This is an optimization exercise on Yosys and OpenROAD, whose aim is small area and a short achievable clock period, not a production implementation.
At most, simulation tests tie the RTL to the original design; equivalence was not proved.
For run 3, only the layout was checked, not whether the RTL still works.

==> flow/design.v, too long to show whole: its modules and the start of the top module <==
// module mips: 78 lines
// module CPU: 382 lines
// module BRIDGE: 27 lines
// module TC: 54 lines
// module CONTROLLER: 614 lines
// module NPC: 45 lines
// module GRF: 30 lines
// module CMP: 14 lines
// module EXT: 7 lines
// module ALU: 38 lines
// module CP0: 66 lines
// module MULTDIV: 110 lines
// module regD: 48 lines
// module regE: 61 lines
// module regM: 51 lines
// module regW: 39 lines
// module IF_ExcDetect: 16 lines
// module D_ExcDetect: 43 lines
// module E_ExcDetect: 41 lines
// module M_ExcDetect: 88 lines
// module DATA_BYTE: 49 lines
// module DATA_EXTEND: 25 lines
module mips(
	input clk,                     
    input reset,                   
    input interrupt,               
    output [31:0] macroscopic_pc,  
    output [31:0] i_inst_addr,     
    input  [31:0] i_inst_rdata,    
    output [31:0] m_data_addr,     
    input  [31:0] m_data_rdata,    
    output [31:0] m_data_wdata,    
    output [3 :0] m_data_byteen,   
    output [31:0] m_int_addr,      
    output [3 :0] m_int_byteen,    
    output [31:0] m_inst_addr,     
    output w_grf_we,               
    output [4 :0] w_grf_addr,      
    output [31:0] w_grf_wdata,     
    output [31:0] w_inst_addr      
    );
  // ...
==> flow/run.sh <==
#!/bin/bash
# synth_recipe.tcl (not shown) runs the flow's synth.tcl, then flattens the netlist and writes it again
# the make line also repeats each setting of config.mk as NAME=value (left out here)
make -C /OpenROAD-flow-scripts/flow DESIGN_CONFIG=/design/flow/config.mk WORK_HOME=/design/flow/orfs CLKGATE_MAP_FILE= SYNTH_SCRIPT=/design/flow/synth_recipe.tcl finish
==> flow/config.mk <==
export PLATFORM = sky130hd
export DESIGN_NAME = mips
export DESIGN_NICKNAME = mips
export VERILOG_FILES = /design/flow/design.v
export SDC_FILE = /design/flow/constraint.sdc
export NUM_CORES = 4
export LEC_CHECK = 0
export ABC_AREA = 1
export ABC_CLOCK_PERIOD_IN_PS = 50000
export CAP_MARGIN = 40
export CELL_PAD_IN_SITES_DETAIL_PLACEMENT = 1
export CELL_PAD_IN_SITES_GLOBAL_PLACEMENT = 2
export CORE_MARGIN = 2
export CORE_UTILIZATION = 50
export PLACE_DENSITY = 0.65
export SLEW_MARGIN = 40
==> flow/constraint.sdc <==
create_clock -name core_clock -period 125.0 [get_ports {clk}]
set_input_delay 25.0000 -clock core_clock [delete_from_list [all_inputs] [get_ports {clk}]]
set_output_delay 25.0000 -clock core_clock [all_outputs]
set_load 0.01 [all_outputs]
==> flow_metrics.tcl, run 1 <==
set metrics [dict create \
    outcome "did not finish" \
    halt_point_of_the_flow "global placement without I/O (3_1_place_gp_skip_io)" \
    error "[ERROR GPL-0301] Utilization 102.045 % exceeds 100%." \
    synth.area.mux_share 0.000510 \
    async_reset_ff_frac 0 \
    post-synth-top-count-cell "nand2_1" \
    ys_seq_elements 2204 \
    synth-edff-count 1229 \
    ys_seq_area_frac 0.359 \
    synth_top_flop_cell "edfxtp_1" \
    synth_area_per_cell_um2 6.78 \
    post_synth_and_or_nand_nor_area_fraction 0.285 \
    yosys_warnings 18 \
    synth_xor_xnor_area_share 0.0280 \
    synth_top_area_frac 0.235 \
    synth.cell_area_um2 157000 \
    die_width_um 564 \
    netlist_instances 23152 \
    yosys-top-cells-count "nand2_1, nor2_1, inv_1" \
    post-synth-top-area-cell "edfxtp_1" \
    fp_rows 205 \
    floorplan.initialDensity 0.503 \
    netlist_top_cells_area "edfxtp_1, nand2_1, dfxtp_1, nor2_1, a21oi_1" \
    distinct_cell_type_count_of_the_synthesized_netlist 75 \
    synth-compound-area-share 0.178 \
    largest_family_of_logic_cells_by_synthesized_area "simple AND/OR/NAND/NOR gates" \
    synth_fa_ha_area_frac 0.0536 \
    die_h_um 564 \
]
==> run 2: changes to the inputs <==
--- a/flow/config.mk
+++ b/flow/config.mk
@@ -10,7 +10,7 @@
 export CAP_MARGIN = 40
-export CELL_PAD_IN_SITES_DETAIL_PLACEMENT = 1
-export CELL_PAD_IN_SITES_GLOBAL_PLACEMENT = 2
+export CELL_PAD_IN_SITES_DETAIL_PLACEMENT = 0
+export CELL_PAD_IN_SITES_GLOBAL_PLACEMENT = 1
 export CORE_MARGIN = 2
-export CORE_UTILIZATION = 50
-export PLACE_DENSITY = 0.65
+export CORE_UTILIZATION = 40
+export PLACE_DENSITY = 0.6
 export SLEW_MARGIN = 40
==> run 2 against run 1 <==
Effect of this change: the run now finishes clean; synthesized area is the same; synthesized cell count stayed put.
==> flow_metrics.tcl, run 2 <==
set metrics [dict create \
    detailedPlacementHpwl_um 570000 \
    end_kind "output pin" \
    hold_path_class "register to register" \
    post-route-drc-count 0 \
    place.gp.congestion 1.00 \
    first_global_vias 151020 \
    reg2reg_from "cpu.md.pl[0]" \
    holdPathEnd "cpu.M.PC[29]" \
    totalWireLength_um 810000 \
    filler_cell_count 41204 \
    ctsRootBufferMaster "clkbuf_16" \
    ctsHoldBuffers 0 \
    core_region_area_um2 392000 \
    tritoncts_clock_tree "built" \
    path_max_fanout 7 \
    biggestRegsByFlops "cpu.grf.register: 1024 flops, timer0.mem: 68 flops, timer1.mem: 68 flops" \
    layout_common_cells "nand2_1, nor2_1, inv_1, a21oi_1, nand3_1" \
    die_width_um 630 \
    clk_transition_reported_paths_ps 60 \
    drv_cap 0 \
    insertion_delay_ps 970 \
    grt_start_max_net_pins 135 \
    syn2layout_area_growth_pct 11.3 \
    antenna_found_initial 35 \
    synth.cell_area_um2 157000 \
    largest_register_ffs 1024 \
    worst_slew_margin_rel 0.302 \
    clock_tree.htree_level_count 5 \
    cts_setup_buffers 0 \
    timing_max_transition_violations_final 0 \
    setup.worst_path.class "input pin to output pin" \
    yosys-top-cells-count "nand2_1, nor2_1, inv_1" \
    post-synth-top-count-cell "nand2_1" \
    r2r-end "cpu.md.LO[30]" \
    synth_top_flop_cell "edfxtp_1" \
    holdPathStages 2 \
    reg2reg_slack_ps 97740 \
    sum_of_negative_setup_slack_ps 0 \
    post_cts_resize_count 0 \
    netlist_instances 23152 \
    critPathMostFrequentCell "clkdlybuf4s50_1" \
    async_reset_ff_frac 0 \
    worst_endpoint_required_time_ps 100000 \
    origin_of_the_worst_min_delay_path "cpu.E.PC[29]" \
    setup_violations 0 \
    tritoncts.num_buffers 278 \
    report.final.hold_viol_count 0 \
    post-synth-top-area-cell "edfxtp_1" \
    wl_per_cell_um 28.7 \
    fin_crit_ps 52280 \
    ys_seq_elements 2204 \
    floorplan.initialDensity 0.401 \
    track_usage 0.392 \
    netlist_top_cells_area "edfxtp_1, nand2_1, dfxtp_1, nor2_1, a21oi_1" \
    yosys_warnings 18 \
    ios 337 \
    outcome "timing/DRC/antenna clean" \
    synth_area_per_cell_um2 6.78 \
    iter_0_drt_violations 19938 \
    grt_first_pass_wirelength_um 1130000 \
    fp_rows 230 \
    cpMaxStageDelayCell "clkdlybuf4s50_1" \
    synth-edff-count 1229 \
    final_nets 23517 \
    r2r.worst_path.cells 124 \
    die_h_um 630 \
    setup_repair_after_global_routing_missed_its_margin "no" \
    synth_top_area_frac 0.235 \
    crit_chain "clkdlybuf4s50_1, inv_1, o211ai_1, nand2_1, nand2_4, inv_2, o21ai_0, nand2_2, nand4_1, nor2_1, clkdlybuf4s50_1" \
    dieArea_um2 397000 \
    layout_skew_ps 64.2 \
    first_pass_iteration_count_of_the_detailed_router 7 \
    cp-start-kind "input pin" \
    residual_overflow_from_global_routing 0 \
    detail-route-antenna-nets 0 \
    top_register "cpu.grf.register" \
    numPortBuffers 336 \
    distinct_cell_type_count_of_the_synthesized_netlist 75 \
    cts_buffer_depth 4 \
    critical_path.max_stage_delay_ps 560 \
    tritoncts_num_sinks 2204 \
    ys_seq_area_frac 0.359 \
    mostFrequentLayoutCell "nand2_1" \
    routed_via_density 5.82 \
    arrival_ps 27280 \
    max_freq_mhz 19.1 \
    vias 164339 \
    portion_of_the_clock_cycle_consumed_by_the_worst_path_in_the_final_layout 0.418 \
    drive_above_1_share 0.0515 \
    timing_worst_slew_pin_value_ps 1040 \
]
## run 2: worst max path at each step
stage | slack (ps) | cells after the start | from | endpoint
after detailed placement | 72780 | 11 | interrupt | m_data_byteen[3]
after global placement | 72680 | 11 | interrupt | m_data_byteen[3]
after CTS | 72760 | 11 | interrupt | m_data_byteen[3]
after global routing | 72610 | 11 | interrupt | m_data_byteen[3]
after floorplan | 74000 | 8 | interrupt | m_data_byteen[0]
final | 72720 | 11 | interrupt | m_data_byteen[3]
## run 2: through the flow
stage	util	area [um^2]	setup WS, ps	hold WS [ps]	std cells
6_report	0.446	175000	72720	403	28231
5_1_grt	0.446	175000	72610	423	28222
4_1_cts	0.445	174000	72760	409	28206
3_5_place_dp	0.422	165000	72780	397	27724
3_3_place_gp	0.421	165000	72680	395	27709
2_1_floorplan	-	157000	74000	393	23183
## run 2: cell families (layout without fill, tap and decap cells)
group,after synthesis,in the layout,synth area share
AOI/OAI and AO/OA,5021,5021,0.178
xor gates and xnor gates,502,502,0.0280
adders and majority gates,662,662,0.0536
buffers and inverters,3839,3646,0.0952
DFF,2204,2204,0.359
muxes,8,8,0.000510
other,1,53,0.0000239
and+or+nand+nor,10915,10915,0.285
## run 2: cell type report
class	instances	area (um^2)	area share
timing repair buffer	775	6930	0.0397
multi-input combinational	17140	86500	0.495
clock inverter	114	1330	0.00762
inverter	2389	9040	0.0518
clock buffer	368	7760	0.0444
tap	5220	6530	0.0374
antenna	21	52.6	0.000301
sequential	2204	56500	0.323
## run 2: metal layers
layer	global-route usage	part of all wire	vias up
li1	-	-	76303
met1	0.527	0.42	78071
met2	0.591	0.42	8298
met3	0.0658	0.089	1647
met4	0.232	0.069	20
met5	0	0.00017	-
## run 2: worst max-delay path: cells and delay by family
family / cells / cell delay (ps)
simple gates: 5 / 820
buf+inv: 4 / 1200
compound gates: 2 / 240
==> module MULTDIV, before the edit <==
module MULTDIV(
    input clk,
    input reset,
	input [3:0] MD_Op,
    input [31:0] A,
    input [31:0] B,
	output reg busy,
    output reg [31:0] HI,
    output reg [31:0] LO
    );
reg [3:0] cnt;
wire isMult = (MD_Op == 0) || (MD_Op == 2);
wire isDiv = (MD_Op == 1) || (MD_Op == 3);
wire isSigned = (MD_Op == 0) || (MD_Op == 1);
wire issue = isMult || isDiv;
reg mode_div;           
reg neg_q, neg_r, dz;   
reg [32:0] ph;          
reg [34:0] pl;          
reg [32:0] md;          
wire aNeg = isSigned & A[31];
wire bNeg = isSigned & B[31];
wire negA = isDiv ? aNeg : bNeg;
wire [32:0] A33 = {aNeg, A};
wire [32:0] nA = negA ? (~A33 + 33'd1) : A33;
wire [31:0] absB = bNeg ? (~B + 32'd1) : B;
reg [32:0] h;
reg [34:0] l;
reg [32:0] t;
reg [33:0] s;
integer k;
always @(*) begin
	h = ph;
	l = pl;
	for (k = 0; k < 7; k = k + 1) begin
		if (mode_div) begin
			t = {h[31:0], l[34]};
			s = {1'b0, t} - {1'b0, md};
			l = {l[33:0], ~s[33]};
			h = s[33] ? t : s[32:0];
		end
		else begin
			s = {h[32], h} + (l[0] ? {md[32], md} : 34'd0);
			h = s[33:1];
			l = {s[0], l[34:1]};
		end
	end
end
wire [31:0] q = l[31:0];
wire [31:0] r = h[31:0];
wire [31:0] resLo = mode_div ? (dz ? 32'd0 : (neg_q ? (~q + 32'd1) : q)) : l[31:0];
wire [31:0] resHi = mode_div ? (dz ? 32'd0 : (neg_r ? (~r + 32'd1) : r)) : {h[28:0], l[34:32]};
wire iterate = (cnt != 0) && (cnt <= 5);
always @(posedge clk) begin
	if (issue) begin
		mode_div <= isDiv;
		neg_q <= aNeg ^ bNeg;
		neg_r <= aNeg;
		dz <= (B == 0);
		ph <= 0;
		pl <= {3'b000, isDiv ? nA[31:0] : absB};
		md <= isDiv ? {1'b0, absB} : nA;
	end
	else if (iterate) begin
		ph <= h;
		pl <= l;
	end
end
always @(posedge clk) begin
	if (reset) begin
		busy <= 0;
		cnt <= 0;
		HI <= 0;
		LO <= 0;
	end
	else if (cnt == 0) begin
		case (MD_Op) 
			0, 2: begin
				busy <= 1;
				cnt <= 5;
				end
			1, 3: begin
				busy <= 1;
				cnt <= 10;
				end
			4: HI <= A;
			5: LO <= A;
			default: begin
				busy <= 0;
				cnt <= 0;
			end
		endcase
	end
	else begin  
		if (issue) begin
			busy <= 1;
			cnt <= 5;
		end
		else if (cnt == 1) begin
			busy <= 0;
			cnt <= 0;
			HI <= resHi;
			LO <= resLo;
		end
		else begin
			cnt <= cnt - 1;
		end
	end
end
endmodule
==> module DATA_BYTE, before the edit <==
module DATA_BYTE(
	input [1:0] sType,
	input [31:0] DM_RD,
	input [31:0] tempWD, 
	input [1:0] lowAddr,
    output reg [3:0] m_data_byteen,
	output reg [31:0] DM_WD
    );
always @(*) begin
	DM_WD = tempWD;
	case (sType)
		0 : begin
				m_data_byteen = 4'b1111;
				DM_WD = tempWD;
				end
		1 : begin
			   if (lowAddr[1] == 0) begin
				m_data_byteen = 4'b0011;
				DM_WD = {2{tempWD[15:0]}};
				end
			   else begin
				m_data_byteen = 4'b1100;
				DM_WD = {2{tempWD[15:0]}};
				end
			    end
		2 : begin
			case(lowAddr)
				0 : begin
					m_data_byteen = 4'b0001;
					DM_WD = {4{tempWD[7:0]}};
					end
				1 : begin
					m_data_byteen = 4'b0010;
					DM_WD = {4{tempWD[7:0]}};
					end
				2 : begin
					m_data_byteen = 4'b0100;
					DM_WD = {4{tempWD[7:0]}};
					end
				3 : begin
					m_data_byteen = 4'b1000;
					DM_WD = {4{tempWD[7:0]}};
					end
			endcase
			end
		default : m_data_byteen = 0;
	endcase
end
endmodule
==> run 3: changes to the inputs <==
--- a/flow/design.v
+++ b/flow/design.v
@@ -1385,58 +1385,14 @@
     );
+reg [63:0] temp;
 reg [3:0] cnt;
-wire isMult = (MD_Op == 0) || (MD_Op == 2);
-wire isDiv = (MD_Op == 1) || (MD_Op == 3);
-wire isSigned = (MD_Op == 0) || (MD_Op == 1);
-wire issue = isMult || isDiv;
-reg mode_div;           
-reg neg_q, neg_r, dz;   
-reg [32:0] ph;          
-reg [34:0] pl;          
-reg [32:0] md;          
-wire aNeg = isSigned & A[31];
-wire bNeg = isSigned & B[31];
-wire negA = isDiv ? aNeg : bNeg;
-wire [32:0] A33 = {aNeg, A};
-wire [32:0] nA = negA ? (~A33 + 33'd1) : A33;
-wire [31:0] absB = bNeg ? (~B + 32'd1) : B;
-reg [32:0] h;
-reg [34:0] l;
-reg [32:0] t;
-reg [33:0] s;
-integer k;
-always @(*) begin
-	h = ph;
-	l = pl;
-	for (k = 0; k < 7; k = k + 1) begin
-		if (mode_div) begin
-			t = {h[31:0], l[34]};
-			s = {1'b0, t} - {1'b0, md};
-			l = {l[33:0], ~s[33]};
-			h = s[33] ? t : s[32:0];
-		end
-		else begin
-			s = {h[32], h} + (l[0] ? {md[32], md} : 34'd0);
-			h = s[33:1];
-			l = {s[0], l[34:1]};
-		end
-	end
-end
-wire [31:0] q = l[31:0];
-wire [31:0] r = h[31:0];
-wire [31:0] resLo = mode_div ? (dz ? 32'd0 : (neg_q ? (~q + 32'd1) : q)) : l[31:0];
-wire [31:0] resHi = mode_div ? (dz ? 32'd0 : (neg_r ? (~r + 32'd1) : r)) : {h[28:0], l[34:32]};
-wire iterate = (cnt != 0) && (cnt <= 5);
+reg [31:0] hi,lo,tempA,tempB;
+reg [31:0] res_hi,res_lo;
 always @(posedge clk) begin
-	if (issue) begin
-		mode_div <= isDiv;
-		neg_q <= aNeg ^ bNeg;
-		neg_r <= aNeg;
-		dz <= (B == 0);
-		ph <= 0;
-		pl <= {3'b000, isDiv ? nA[31:0] : absB};
-		md <= isDiv ? {1'b0, absB} : nA;
-	end
-	else if (iterate) begin
-		ph <= h;
-		pl <= l;
+	if (reset) begin
+		hi <= 0;
+		lo <= 0;
+	end
+	else if (MD_Op == 0 || MD_Op == 2 || MD_Op == 1 || MD_Op == 3) begin
+		hi <= res_hi;
+		lo <= res_lo;
 	end
@@ -1452,3 +1408,3 @@
 		case (MD_Op) 
-			0, 2: begin
+			0: begin
 				busy <= 1;
@@ -1456,3 +1412,11 @@
 				end
-			1, 3: begin
+			2: begin
+				busy <= 1;
+				cnt <= 5;
+				end	
+			1: begin
+				busy <= 1;
+				cnt <= 10;
+				end
+			3: begin
 				busy <= 1;
@@ -1469,17 +1433,82 @@
 	else begin  
-		if (issue) begin
-			busy <= 1;
-			cnt <= 5;
-		end
-		else if (cnt == 1) begin
-			busy <= 0;
-			cnt <= 0;
-			HI <= resHi;
-			LO <= resLo;
-		end
-		else begin
-			cnt <= cnt - 1;
-		end
+		case (MD_Op) 
+			0: begin
+				busy <= 1;
+				cnt <= 5;
+				end	
+			2: begin
+				busy <= 1;
+				cnt <= 5;
+				end	
+			1: begin
+				busy <= 1;
+				cnt <= 5;
+				end
+			3: begin
+				busy <= 1;
+				cnt <= 5;
+				end
+			default:begin
+				if (cnt == 1) begin
+					busy <= 0;
+					cnt <= 0;
+					HI <= hi;
+					LO <= lo;
+					end
+				else begin
+					cnt <= (cnt == 0) ? 0 : cnt - 1;
+					end
+				end
+		endcase
 	end
 end
+always @(*) begin
+	tempA = 0;
+	tempB = 0;
+	temp = 0;
+	res_hi = hi;
+	res_lo = lo;
+	case (MD_Op)
+		0: begin
+			tempA = (A[31] == 1) ? opposite(A) : A;
+			tempB = (B[31] == 1) ? opposite(B) : B;
+			temp = tempA * tempB;
+			temp = (A[31] == B[31]) ? temp : ~temp + 1;
+			res_hi = temp[63:32];
+			res_lo = temp[31:0];
+			end
+		2: begin
+			temp = {{1'b0},A} * {{1'b0},B};
+			res_hi = temp[63:32];
+			res_lo = temp[31:0];
+			end
+		1: begin
+			res_hi = $signed(A) % $signed(B);
+			res_lo = $signed(A) / $signed(B);
+			if (A == 32'h80000000 && B == 32'hffffffff) begin
+				res_hi = 0;
+				res_lo = 32'h80000000;
+				end
+			if (B == 0) begin
+				res_hi = 0;
+				res_lo = 0;
+				end
+			end
+		3: begin
+			res_hi = {{1'b0},A} % {{1'b0},B};
+			res_lo = {{1'b0},A} / {{1'b0},B};
+			if (B == 0) begin
+				res_hi = 0;
+				res_lo = 0;
+				end
+			end
+		default: ;
+	endcase
+end
+function [31:0] opposite;
+	input [31:0] temp;
+	begin
+		opposite = ~temp + 1;
+	end
+endfunction
 endmodule
@@ -1896,3 +1925,3 @@
 always @(*) begin
-	DM_WD = tempWD;
+	DM_WD = DM_RD;
 	case (sType)
@@ -1905,3 +1934,3 @@
 				m_data_byteen = 4'b0011;
-				DM_WD = {2{tempWD[15:0]}};
+				DM_WD[15:0] = tempWD[15:0];
 				end
@@ -1909,3 +1938,3 @@
 				m_data_byteen = 4'b1100;
-				DM_WD = {2{tempWD[15:0]}};
+				DM_WD[31:16] = tempWD[15:0];
 				end
@@ -1916,3 +1945,3 @@
 					m_data_byteen = 4'b0001;
-					DM_WD = {4{tempWD[7:0]}};
+					DM_WD[7:0] = tempWD[7:0];
 					end
@@ -1920,3 +1949,3 @@
 					m_data_byteen = 4'b0010;
-					DM_WD = {4{tempWD[7:0]}};
+					DM_WD[15:8] = tempWD[7:0];
 					end
@@ -1924,3 +1953,3 @@
 					m_data_byteen = 4'b0100;
-					DM_WD = {4{tempWD[7:0]}};
+					DM_WD[23:16] = tempWD[7:0];
 					end
@@ -1928,3 +1957,3 @@
 					m_data_byteen = 4'b1000;
-					DM_WD = {4{tempWD[7:0]}};
+					DM_WD[31:24] = tempWD[7:0];
 					end
==> flow/config.mk (replaced) <==
export PLATFORM = sky130hd
export DESIGN_NAME = mips
export DESIGN_NICKNAME = mips
export VERILOG_FILES = /design/flow/design.v
export SDC_FILE = /design/flow/constraint.sdc
export NUM_CORES = 4
export LEC_CHECK = 0
export CAP_MARGIN = 40
export CELL_PAD_IN_SITES_DETAIL_PLACEMENT = 1
export CELL_PAD_IN_SITES_GLOBAL_PLACEMENT = 2
export CORE_MARGIN = 2
export CORE_UTILIZATION = 30
export PLACE_DENSITY = 0.5
export SLEW_MARGIN = 40
==> run 3 against run 2 <==
Effect of this change: count of clock-buffer cells in the layout decreased by 18; fmax decreased by 56%; first-iteration DRC count increased by 27%.
==> flow_metrics.tcl, run 3 <==
set metrics [dict create \
    outcome "timing/DRC/antenna clean" \
    filler_cell_count 93796 \
    worst_setup_path_endpoint "cpu.md.lo[25]" \
    timing_worst_slew_pin_value_ps 1010 \
    critPathMostFrequentCell "o21a_1" \
    synth_top_area_frac 0.148 \
    biggestRegsByFlops "cpu.grf.register: 1024 flops, timer0.mem: 68 flops, timer1.mem: 68 flops" \
    largest_register_ffs 1024 \
    pre_cts_ws_ps 5960 \
    multiInputGateArea_um2 176000 \
    origin_of_the_worst_min_delay_path "cpu.E.PC[12]" \
    wl_per_cell_um 37.9 \
    drive_above_1_share 0.150 \
    path_max_fanout 30 \
    detail-route-antenna-nets 0 \
    async_reset_ff_frac 0 \
    hold_path_class "register to register" \
    layout_common_cells "nand2_1, nor2_1, inv_1, buf_4, ha_1" \
    tritoncts.num_buffers 270 \
    portion_of_the_clock_cycle_consumed_by_the_worst_path_in_the_final_layout 0.950 \
    top_register "cpu.grf.register" \
    report.final.hold_viol_count 0 \
    tritoncts_clock_tree "built" \
    max_freq_mhz 8.42 \
    post-route-drc-count 0 \
    core_region_area_um2 808000 \
    setup_violations 0 \
    ys_seq_elements 2163 \
    r2r.worst_path.cells 510 \
    antenna_found_initial 231 \
    setup.worst_path.class "register to register" \
    ctsRootBufferMaster "clkbuf_16" \
    clock_tree.htree_level_count 5 \
    cpMaxStageDelayCell "or4b_2" \
    fin_crit_ps 118700 \
    netlist_top_cells_area "fa_1, edfxtp_1, ha_1, dfxtp_1, mux4_2" \
    clk_transition_reported_paths_ps 60 \
    r2r-end "cpu.md.lo[25]" \
    netlist_instances 28353 \
    worst_slack_ps 6300 \
    tritoncts_num_sinks 2163 \
    die_h_um 905 \
    place.gp.congestion 0.978 \
    critical_path.max_stage_delay_ps 760 \
    cp_top_family "compound AO/OA/AOI/OAI gates" \
    layout_skew_ps 132 \
    ios 337 \
    die_width_um 905 \
    holdPathStages 1 \
    grt_start_max_net_pins 142 \
    sum_of_negative_setup_slack_ps 0 \
    timing_max_transition_violations_final 0 \
    design_area_um2 285000 \
    final-seq-area_um2 55000 \
    floorplan.initialDensity 0.301 \
    totalWireLength_um 1540000 \
    grt_first_pass_wirelength_um 2080000 \
    post-synth-top-area-cell "fa_1" \
    yosys_warnings 18 \
    distinct_cell_type_count_of_the_synthesized_netlist 122 \
    cp.depth 510 \
    insertion_delay_ps 1030 \
    fp_rows 330 \
    worst_endpoint_required_time_ps 125820 \
    final_nets 33194 \
    ctsHoldBuffers 0 \
    end_kind "register" \
    reg2reg_slack_ps 6300 \
    worst_path_buffer_plus_inverter_count 73 \
    cts_buffer_depth 4 \
    final.hold.worst_slack_ps 407 \
    mostFrequentLayoutCell "nand2_1" \
    residual_overflow_from_global_routing 0 \
    routed_via_density 5.83 \
    setup_repair_after_global_routing_missed_its_margin "no" \
    track_usage 0.364 \
    post-synth-top-count-cell "nand2_1" \
    reg2reg_from "cpu.controller.Ert[1]" \
    iter_0_drt_violations 25327 \
    crit_start "cpu.controller.Ert[1]" \
    drv_cap 0 \
    dieArea_um2 819000 \
    syn2layout_area_growth_pct 17.0 \
    synth_top_flop_cell "edfxtp_1" \
    holdPathEnd "cpu.M.PC[12]" \
    synth.cell_area_um2 243000 \
    yosys-top-cells-count "nand2_1, nor2_1, inv_1" \
    detailedPlacementHpwl_um 1170000 \
    numPortBuffers 336 \
    first_pass_iteration_count_of_the_detailed_router 9 \
    place_area_um2 275000 \
    first_global_vias 237863 \
    worst_slew_margin_rel 0.320 \
    arrival_ps 119520 \
    cp-start-kind "register" \
    synth-edff-count 1160 \
    synth_area_per_cell_um2 8.59 \
    ys_seq_area_frac 0.226 \
    vias 236724 \
]
-- run 3: layer usage --
layer	vias to the layer above	track usage	part of all wire
li1	100416	-	-
met1	124350	0.509	0.44
met2	9837	0.552	0.43
met3	2025	0.0705	0.079
met4	96	0.146	0.049
met5	-	0.00133	0.00047
-- run 3: layout make-up --
cell class,count,share of cell area
flip-flops and latches,2163,0.193
diodes,103,0.000905
clock inverters,136,0.00504
inverters,2516,0.0333
clock buffers,350,0.0257
well taps,10790,0.0474
multi-input cells,21876,0.617
repair buffers,2702,0.0776
-- run 3: how the worst max path moves through the flow --
stage	endpoint	slack [ps]	cells after the start
after floorplan	cpu.md.lo[30]	22430	520
after detailed placement	cpu.md.lo[25]	5960	507
after global placement	cpu.md.lo[25]	3630	494
-- run 3: repair_timing --
item / 4_1_cts / 5_1_grt
buffers inserted: 0 / 1
endpoints found under the setup margin: 0 / 59
gates resized for setup: 0 / 32
-- run 3: metrics by stage --
step	util	std cells
6_report	0.352	40636
2_1_floorplan	-	28384
5_1_grt	0.352	40549
4_1_cts	0.352	40524
3_5_place_dp	0.341	40038
3_3_place_gp	0.339	40014
-- run 3: logic make-up (layout without fill, tap and decap cells) --
kind of cell / Yosys count / count (layout) / share of synthesized area
flip-flops: 2163 / 2163 / 0.226
adder cells (fa/ha/maj): 3598 / 3598 / 0.240
buffers and inverters: 4345 / 5704 / 0.0689
XOR/XNOR: 1166 / 1166 / 0.0420
AO/OA/AOI/OAI: 5848 / 5848 / 0.155
other: 1 / 135 / 0.0000154
multiplexers: 1383 / 1383 / 0.0922
AND/OR/NAND/NOR: 9849 / 9849 / 0.176

-- afterwards: timing with drivers on the ports --
The flow's constraints put no driver on any port. The routed layouts listed below were extracted and timed again, unchanged, in two steps.
Step 1 (the two cells are an assumption about what drives the block):
set clk [get_ports {clk}]
set_driving_cell -lib_cell sky130_fd_sc_hd__clkbuf_16 $clk
set_driving_cell -lib_cell sky130_fd_sc_hd__buf_2 [delete_from_list [all_inputs] $clk]
Step 2, shift: input delay + t, output delay - t, t = (earliest + latest rising clock arrival at the registers) / 2. This alone moves slack from input paths to output paths.
Slacks: no drivers / after step 1 / after step 2; pairs: no drivers / after step 1.
| run | t, ns | setup slack, ns | slew at the worst register clock pin (ns) |
|---|---|---|---|
| run 2 | 1.062 | 72.723 / 72.696 / 72.696 | 0.07 / 0.07 |
| run 3 | 1.092 | 6.298 / 6.298 / 6.298 | 0.09 / 0.09 |
After both steps setup and hold are still met in every run listed. The setup slack of run 2, which loses most, moves by -0.027 ns with the drivers and by -0.027 ns with both steps.
